Background: an optimization exercise with open tools, aiming at small area, a short achievable clock period and few clock cycles per item. Do not read the settings as production practice. The RTL was checked by simulation tests, not by an equivalence proof against the original design.

==> try-indigo <==
==> flow/design.v <==
module DIVIDER (
    input  logic        clk, clr, go,
    input  logic [1:0]  func3,
    input  logic [31:0] rs1, rs2,
    output logic        done,
    output logic [31:0] rd
);
localparam logic S_PREP = 1'b0, S_ITER = 1'b1;
logic        state;
logic        done_r;
logic [31:0] R, B, Q;
logic [3:0]  cnt;
logic        neg_q, neg_r, is_rem;
logic        neg_out;    
assign done = done_r;
cneg32 rdneg (.x(R), .s(neg_out), .y(rd));
logic        sgn;
logic [31:0] abs_a, abs_b;
assign sgn   = ~func3[0];
cneg32 absa (.x(rs1), .s(sgn & rs1[31]), .y(abs_a));
cneg32 absb (.x(rs2), .s(sgn & rs2[31]), .y(abs_b));
logic [5:0]  za, zb;
logic [6:0]  dd;
logic        b_zero, short_op;
lzc32 lz_a (.x(R), .n(za));
lzc32 lz_b (.x(B), .n(zb));
assign dd       = {1'b0, zb} - {1'b0, za};
assign b_zero   = zb[5];
assign short_op = b_zero | dd[6];
logic [32:0] d1;
logic [33:0] d2;
logic [34:0] d3, csa_s, csa_c, x3, y3, z3;
logic        ge1, ge2, ge3;
addbk #(.W(33)) add1 (.a({1'b0, R}), .b(~{1'b0, B}), .cin(1'b1), .s(d1));
addbk #(.W(34)) add2 (.a({2'b0, R}), .b(~{1'b0, B, 1'b0}), .cin(1'b1), .s(d2));
assign x3 = {3'b0, R};
assign y3 = {3'b0, B};
assign z3 = ~{1'b0, B, 2'b0};
assign csa_s = x3 ^ y3 ^ z3;
assign csa_c = (x3 & y3) | (x3 & z3) | (y3 & z3);
addbk #(.W(35)) add3 (.a(csa_s), .b({csa_c[33:0], 1'b1}), .cin(1'b0), .s(d3));
assign ge1 = ~d1[32];
assign ge2 = ~d2[33];
assign ge3 = ~d3[34];
logic [31:0] r_next;
logic [1:0]  qd;
always_comb begin
    if (ge3)      r_next = d3[31:0];
    else if (ge2) r_next = d2[31:0];
    else if (ge1) r_next = d1[31:0];
    else          r_next = R;
end
assign qd = {ge2, ge3 | (ge1 & ~ge2)};
logic need_neg;
assign need_neg = is_rem ? neg_r : neg_q;
always_ff @(posedge clk) begin
    if (done_r) begin
        B      <= abs_b;
        is_rem <= func3[1];
        neg_r  <= sgn & rs1[31];
        neg_q  <= sgn & (rs1[31] ^ rs2[31]) & (rs2 != 32'b0);
    end else if (state == S_PREP) begin
        B      <= B << {dd[4:1], 1'b0};
    end else begin
        B      <= {2'b0, B[31:2]};
    end
    if (state == S_PREP) begin
        Q   <= 32'b0;
        cnt <= dd[4:1];
    end else begin
        Q   <= {Q[29:0], qd};
        cnt <= cnt - 4'd1;
    end
end
always_ff @(posedge clk) begin
    if (clr) begin
        done_r <= 1'b1;
        state  <= S_PREP;
    end else if (done_r) begin
        if (go) begin
            R      <= abs_a;
            state  <= S_PREP;
            done_r <= 1'b0;
        end
    end else begin
        case (state)
        S_PREP: begin
            if (short_op & ~is_rem) R <= {32{b_zero}};
            neg_out <= is_rem & neg_r;
            if (short_op) begin
                done_r <= 1'b1;
            end else begin
                state <= S_ITER;
            end
        end
        S_ITER: begin
            if ((cnt == 4'd0) & ~is_rem) R <= {Q[29:0], qd};
            else                         R <= r_next;
            if (cnt == 4'd0) begin
                neg_out <= need_neg;
                done_r  <= 1'b1;
            end
        end
        endcase
    end
end
endmodule
module cneg32 (
    input  logic [31:0] x,
    input  logic        s,
    output logic [31:0] y
);
    logic [31:0] orp;
    always_comb begin
        orp = x;
        for (int l = 0; l < 5; l++)
            for (int i = 0; i < 32; i++)
                if (i[l]) orp[i] = orp[i] | orp[((i >> l) << l) - 1];
    end
    assign y = x ^ ({orp[30:0], 1'b0} & {32{s}});
endmodule
module addbk #(parameter int W = 32, parameter int LG = 6) (
    input  logic [W-1:0] a, b,
    input  logic         cin,
    output logic [W-1:0] s
);
    logic [W-1:0] p, g, pp, gg;
    always_comb begin
        p  = a ^ b;
        g  = a & b;
        pp = p;
        gg = g;
        gg[0] = g[0] | (p[0] & cin);
        for (int i = 1; i <= LG; i++)
            for (int j = 2**i - 1; j < W; j = j + 2**i) begin
                gg[j] = gg[j] | (pp[j] & gg[j - 2**(i-1)]);
                pp[j] = pp[j] & pp[j - 2**(i-1)];
            end
        for (int i = LG; i > 0; i--)
            for (int j = 2**i + 2**(i-1) - 1; j < W; j = j + 2**i) begin
                gg[j] = gg[j] | (pp[j] & gg[j - 2**(i-1)]);
                pp[j] = pp[j] & pp[j - 2**(i-1)];
            end
        s = p ^ {gg[W-2:0], cin};
    end
endmodule
module lzc32 (
    input  logic [31:0] x,
    output logic [5:0]  n
);
    logic [15:0] z1; logic [15:0] c1;
    logic [7:0]  z2; logic [1:0] c2 [8];
    logic [3:0]  z3; logic [2:0] c3 [4];
    logic [1:0]  z4; logic [3:0] c4 [2];
    logic [4:0]  c5;
    always_comb begin
        for (int i = 0; i < 16; i++) begin
            z1[i] = ~(x[2*i+1] | x[2*i]);
            c1[i] = ~x[2*i+1];
        end
        for (int i = 0; i < 8; i++) begin
            z2[i] = z1[2*i+1] & z1[2*i];
            c2[i] = z1[2*i+1] ? {1'b1, c1[2*i]} : {1'b0, c1[2*i+1]};
        end
        for (int i = 0; i < 4; i++) begin
            z3[i] = z2[2*i+1] & z2[2*i];
            c3[i] = z2[2*i+1] ? {1'b1, c2[2*i]} : {1'b0, c2[2*i+1]};
        end
        for (int i = 0; i < 2; i++) begin
            z4[i] = z3[2*i+1] & z3[2*i];
            c4[i] = z3[2*i+1] ? {1'b1, c3[2*i]} : {1'b0, c3[2*i+1]};
        end
        c5 = z4[1] ? {1'b1, c4[0]} : {1'b0, c4[1]};
        n  = (z4[1] & z4[0]) ? 6'd32 : {1'b0, c5};
    end
endmodule
module DIVIDER_wrapper(
    input clk, go, clr,
    input [1:0] func3,
    input [31:0] rs1, rs2,
    output done,
    output logic [31:0] rd);
    DIVIDER divider(.clk(clk), .clr(clr), .go(go), .func3(func3),
                    .rs1(rs1), .rs2(rs2), .done(done), .rd(rd));
endmodule
==> flow/run.sh <==
#!/bin/bash
# synth_recipe.tcl (not shown) runs the flow's synth.tcl, then flattens the netlist and writes it again
# the make line also repeats each setting of config.mk as NAME=value (left out here)
make -C /OpenROAD-flow-scripts/flow DESIGN_CONFIG=/design/flow/config.mk WORK_HOME=/design/flow/orfs CLKGATE_MAP_FILE= SYNTH_SCRIPT=/design/flow/synth_recipe.tcl finish
==> flow/config.mk <==
export PLATFORM = sky130hd
export DESIGN_NAME = DIVIDER_wrapper
export DESIGN_NICKNAME = DIVIDER_wrapper
export VERILOG_FILES = /design/flow/design.v
export SDC_FILE = /design/flow/constraint.sdc
export NUM_CORES = 4
export LEC_CHECK = 0
export ABC_CLOCK_PERIOD_IN_PS = 3000
export CAP_MARGIN = 20
export CORE_MARGIN = 2
export CORE_UTILIZATION = 40
export SETUP_SLACK_MARGIN = 5
export SLEW_MARGIN = 20
==> flow/constraint.sdc <==
create_clock -name core_clock -period 10.0 [get_ports {clk}]
set_input_delay 2.0000 -clock core_clock [delete_from_list [all_inputs] [get_ports {clk}]]
set_output_delay 2.0000 -clock core_clock [all_outputs]
set_load 0.01 [all_outputs]
==> try-garnet: changes against try-indigo <==
==> flow/design.v, changed modules only <==
module DIVIDER (
    input  logic        clk, clr, go,
    input  logic [1:0]  func3,
    input  logic [31:0] rs1, rs2,
    output logic        done,
    output logic [31:0] rd
);
localparam logic [1:0] S_PREP = 2'd0, S_ITER = 2'd1, S_FIN = 2'd2;
logic [1:0]  state;
logic        done_r;
logic [31:0] R, B, Q;
logic [4:0]  cnt;
logic        neg_q, neg_r, is_rem;
assign done = done_r;
assign rd   = is_rem ? R : Q;
function automatic [5:0] clz32(input [31:0] x);
    integer i;
    clz32 = 6'd32;
    for (i = 0; i < 32; i = i + 1)
        if (x[i]) clz32 = 6'd31 - i[5:0];
endfunction
logic        sgn;
logic [31:0] abs_a, abs_b;
assign sgn   = ~func3[0];
assign abs_a = (sgn & rs1[31]) ? -rs1 : rs1;
assign abs_b = (sgn & rs2[31]) ? -rs2 : rs2;
logic [5:0]  za, zb;
logic [5:0]  dd;
logic        b_zero, short_op;
assign za      = clz32(R);
assign zb      = clz32(B);
assign dd      = zb - za;
assign b_zero  = zb[5];
assign short_op = b_zero | (zb < za);
logic [32:0] diff;
logic        qbit;
assign diff = {1'b0, R} - {1'b0, B};
assign qbit = ~diff[32];
logic [31:0] negx;
assign negx = -(is_rem ? R : Q);
logic need_neg;
assign need_neg = is_rem ? neg_r : neg_q;
always_ff @(posedge clk) begin
    if (clr) begin
        done_r <= 1'b1;
        state  <= S_PREP;
    end else if (done_r) begin
        if (go) begin
            R      <= abs_a;
            B      <= abs_b;
            is_rem <= func3[1];
            neg_r  <= sgn & rs1[31];
            neg_q  <= sgn & (rs1[31] ^ rs2[31]) & (rs2 != 32'b0);
            state  <= S_PREP;
            done_r <= 1'b0;
        end
    end else begin
        case (state)
        S_PREP: begin
            if (short_op) begin
                Q <= {32{b_zero}};
                if (is_rem & neg_r) state <= S_FIN;
                else done_r <= 1'b1;
            end else begin
                B     <= B << dd[4:0];
                cnt   <= dd[4:0];
                Q     <= 32'b0;
                state <= S_ITER;
            end
        end
        S_ITER: begin
            if (qbit) R <= diff[31:0];
            Q   <= {Q[30:0], qbit};
            B   <= B >> 1;
            cnt <= cnt - 5'd1;
            if (cnt == 5'd0) begin
                if (need_neg) state <= S_FIN;
                else done_r <= 1'b1;
            end
        end
        default: begin
            if (is_rem) R <= negx;
            else        Q <= negx;
            done_r <= 1'b1;
        end
        endcase
    end
end
endmodule
// module cneg32 removed
// module addbk removed
// module lzc32 removed
==> try-fjord: changes against try-indigo <==
==> flow/design.v, changed modules only <==
module DIVIDER (
    input  logic        clk, clr, go,
    input  logic [1:0]  func3,
    input  logic [31:0] rs1, rs2,
    output logic        done,
    output logic [31:0] rd
);
localparam logic [1:0] S_PREP = 2'd0, S_ITER = 2'd1, S_FIN = 2'd2;
logic [1:0]  state;
logic        done_r;
logic [31:0] R, B, Q;
logic [5:0]  za, zb;
logic [3:0]  cnt;
logic        neg_q, neg_r, is_rem;
assign done = done_r;
assign rd   = is_rem ? R : Q;
logic        sgn, sa, sb;
logic [31:0] abs_a, abs_b;
logic [5:0]  la, lb;
assign sgn   = ~func3[0];
assign sa    = sgn & rs1[31];
assign sb    = sgn & rs2[31];
assign abs_a = sa ? -rs1 : rs1;
assign abs_b = sb ? -rs2 : rs2;
lzc32 lz_a (.x(abs_a), .n(la));
lzc32 lz_b (.x(abs_b), .n(lb));
logic [6:0]  dd;
logic        b_zero, short_op;
assign dd       = {1'b0, zb} - {1'b0, za};
assign b_zero   = zb[5];
assign short_op = b_zero | dd[6];        
logic [32:0] d1;
logic [33:0] d2;
logic [34:0] d3, csa_s, csa_c, x3, y3, z3;
logic        ge1, ge2, ge3;
assign d1 = {1'b0, R} - {1'b0, B};
assign d2 = {2'b0, R} - {1'b0, B, 1'b0};
assign x3 = {3'b0, R};
assign y3 = {3'b0, B};
assign z3 = ~{1'b0, B, 2'b0};
assign csa_s = x3 ^ y3 ^ z3;
assign csa_c = (x3 & y3) | (x3 & z3) | (y3 & z3);
assign d3 = csa_s + {csa_c[33:0], 1'b1};
assign ge1 = ~d1[32];
assign ge2 = ~d2[33];
assign ge3 = ~d3[34];
logic [31:0] r_next;
always_comb begin
    if (ge3)      r_next = d3[31:0];
    else if (ge2) r_next = d2[31:0];
    else if (ge1) r_next = d1[31:0];
    else          r_next = R;
end
logic [31:0] negx;
assign negx = -(is_rem ? R : Q);
logic need_neg;
assign need_neg = is_rem ? neg_r : neg_q;
always_ff @(posedge clk) begin
    if (clr) begin
        done_r <= 1'b1;
        state  <= S_PREP;
    end else if (done_r) begin
        if (go) begin
            R      <= abs_a;
            B      <= abs_b;
            za     <= la;
            zb     <= lb;
            is_rem <= func3[1];
            neg_r  <= sa;
            neg_q  <= (sa ^ sb) & (rs2 != 32'b0);
            state  <= S_PREP;
            done_r <= 1'b0;
        end
    end else begin
        case (state)
        S_PREP: begin
            B     <= B << {dd[4:1], 1'b0};
            cnt   <= dd[4:1];
            Q     <= {32{b_zero}};
            if (short_op) begin
                if (is_rem & neg_r) state <= S_FIN;
                else done_r <= 1'b1;
            end else begin
                state <= S_ITER;
            end
        end
        S_ITER: begin
            R   <= r_next;
            Q   <= {Q[29:0], ge2, ge3 | (ge1 & ~ge2)};
            B   <= {2'b0, B[31:2]};
            cnt <= cnt - 4'd1;
            if (cnt == 4'd0) begin
                if (need_neg) state <= S_FIN;
                else done_r <= 1'b1;
            end
        end
        default: begin
            if (is_rem) R <= negx;
            else        Q <= negx;
            done_r <= 1'b1;
        end
        endcase
    end
end
endmodule
// module cneg32 removed
// module addbk removed
==> out/results.md <==
- sequential fraction of the synthesis area: 20.5%
- startpoint of the worst setup timing path: rs1[2]
- result of the run: complete, no violations
- DP HPWL: 52,700 um
- endpoint of the worst register-to-register path: divider.R[11]
- dominant cell by count in the synthesized netlist: sky130_fd_sc_hd__a21oi_1
- first-pass GRT wire length: 102,000 um
- relative slew slack: 37.4%
- placed cell areas: 0.0186 mm2
- final design instance area without fill: 0.0197 mm2
- WHS Endpoint: divider.Q[20]
- hold path cells: 2
the above is filed under try-fjord

==> out/results.md <==
- result of the run: complete, no violations
- final design instance area without fill: 0.0133 mm2
- WHS Endpoint: divider.done_r
- endpoint of the worst register-to-register path: divider.B[27]
- dominant cell by count in the synthesized netlist: sky130_fd_sc_hd__a21oi_1
- sequential fraction of the synthesis area: 27.7%
- first-pass GRT wire length: 58,500 um
- hold path cells: 2
the above is filed under try-garnet

==> out/results.md <==
- result of the run: complete, no violations
- hold path cells: 1
- startpoint of the worst setup timing path: divider.R[0]
- first-pass GRT wire length: 71,700 um
- sequential fraction of the synthesis area: 19.0%
- number of remaining DRC errors: 0
- dominant cell by count in the synthesized netlist: sky130_fd_sc_hd__inv_1
- final design instance area without fill: 0.0154 mm2
- WHS Endpoint: divider.Q[13]
- DP HPWL: 37,000 um
- placed cell areas: 0.0146 mm2
the above is filed under try-indigo

Testbench counts of try-indigo, summed over its fixed seeds: cycles 21,603, items 3,200.
Testbench counts of try-garnet, summed over its fixed seeds: cycles 36,209, items 3,200.
Testbench counts of try-fjord, summed over its fixed seeds: cycles 22,314, items 3,200.

## separate check: timing with driven ports
The results above use ideal ports. As a check the final layouts listed here were re-extracted and re-timed, cells and wires unchanged.
Step 1 (the two cells are an assumption about what drives the block):
set clk [get_ports {clk}]
set_driving_cell -lib_cell sky130_fd_sc_hd__clkbuf_16 $clk
set_driving_cell -lib_cell sky130_fd_sc_hd__buf_2 [delete_from_list [all_inputs] $clk]
Step 2 also shifts input and output timing later by t, the mid clock arrival at the registers, as if the neighbouring blocks saw the same clock.
Three values: ideal ports, drivers, drivers and shift; two values: the first two.
run	shift t [ns]	slack for setup (ns)	hold slack, ns	slew at the worst register clock pin (ns)	worst data-port slew with drivers (ns)
try-indigo	0.394	5.083 / 5.043 / 4.737	0.455 / 0.455 / 0.455	0.08 / 0.08	0.04
try-garnet	0.416	5.234 / 5.257 / 4.842	0.595 / 0.595 / 0.595	0.09 / 0.09	0.04
try-fjord	0.504	4.983 / 5.009 / 4.505	0.654 / 0.654 / 0.654	0.07 / 0.07	0.07
After both steps every run listed still meets setup and hold. For try-fjord, which loses most, drivers alone change the setup slack by +0.026 ns; drivers and shift together by -0.478 ns.
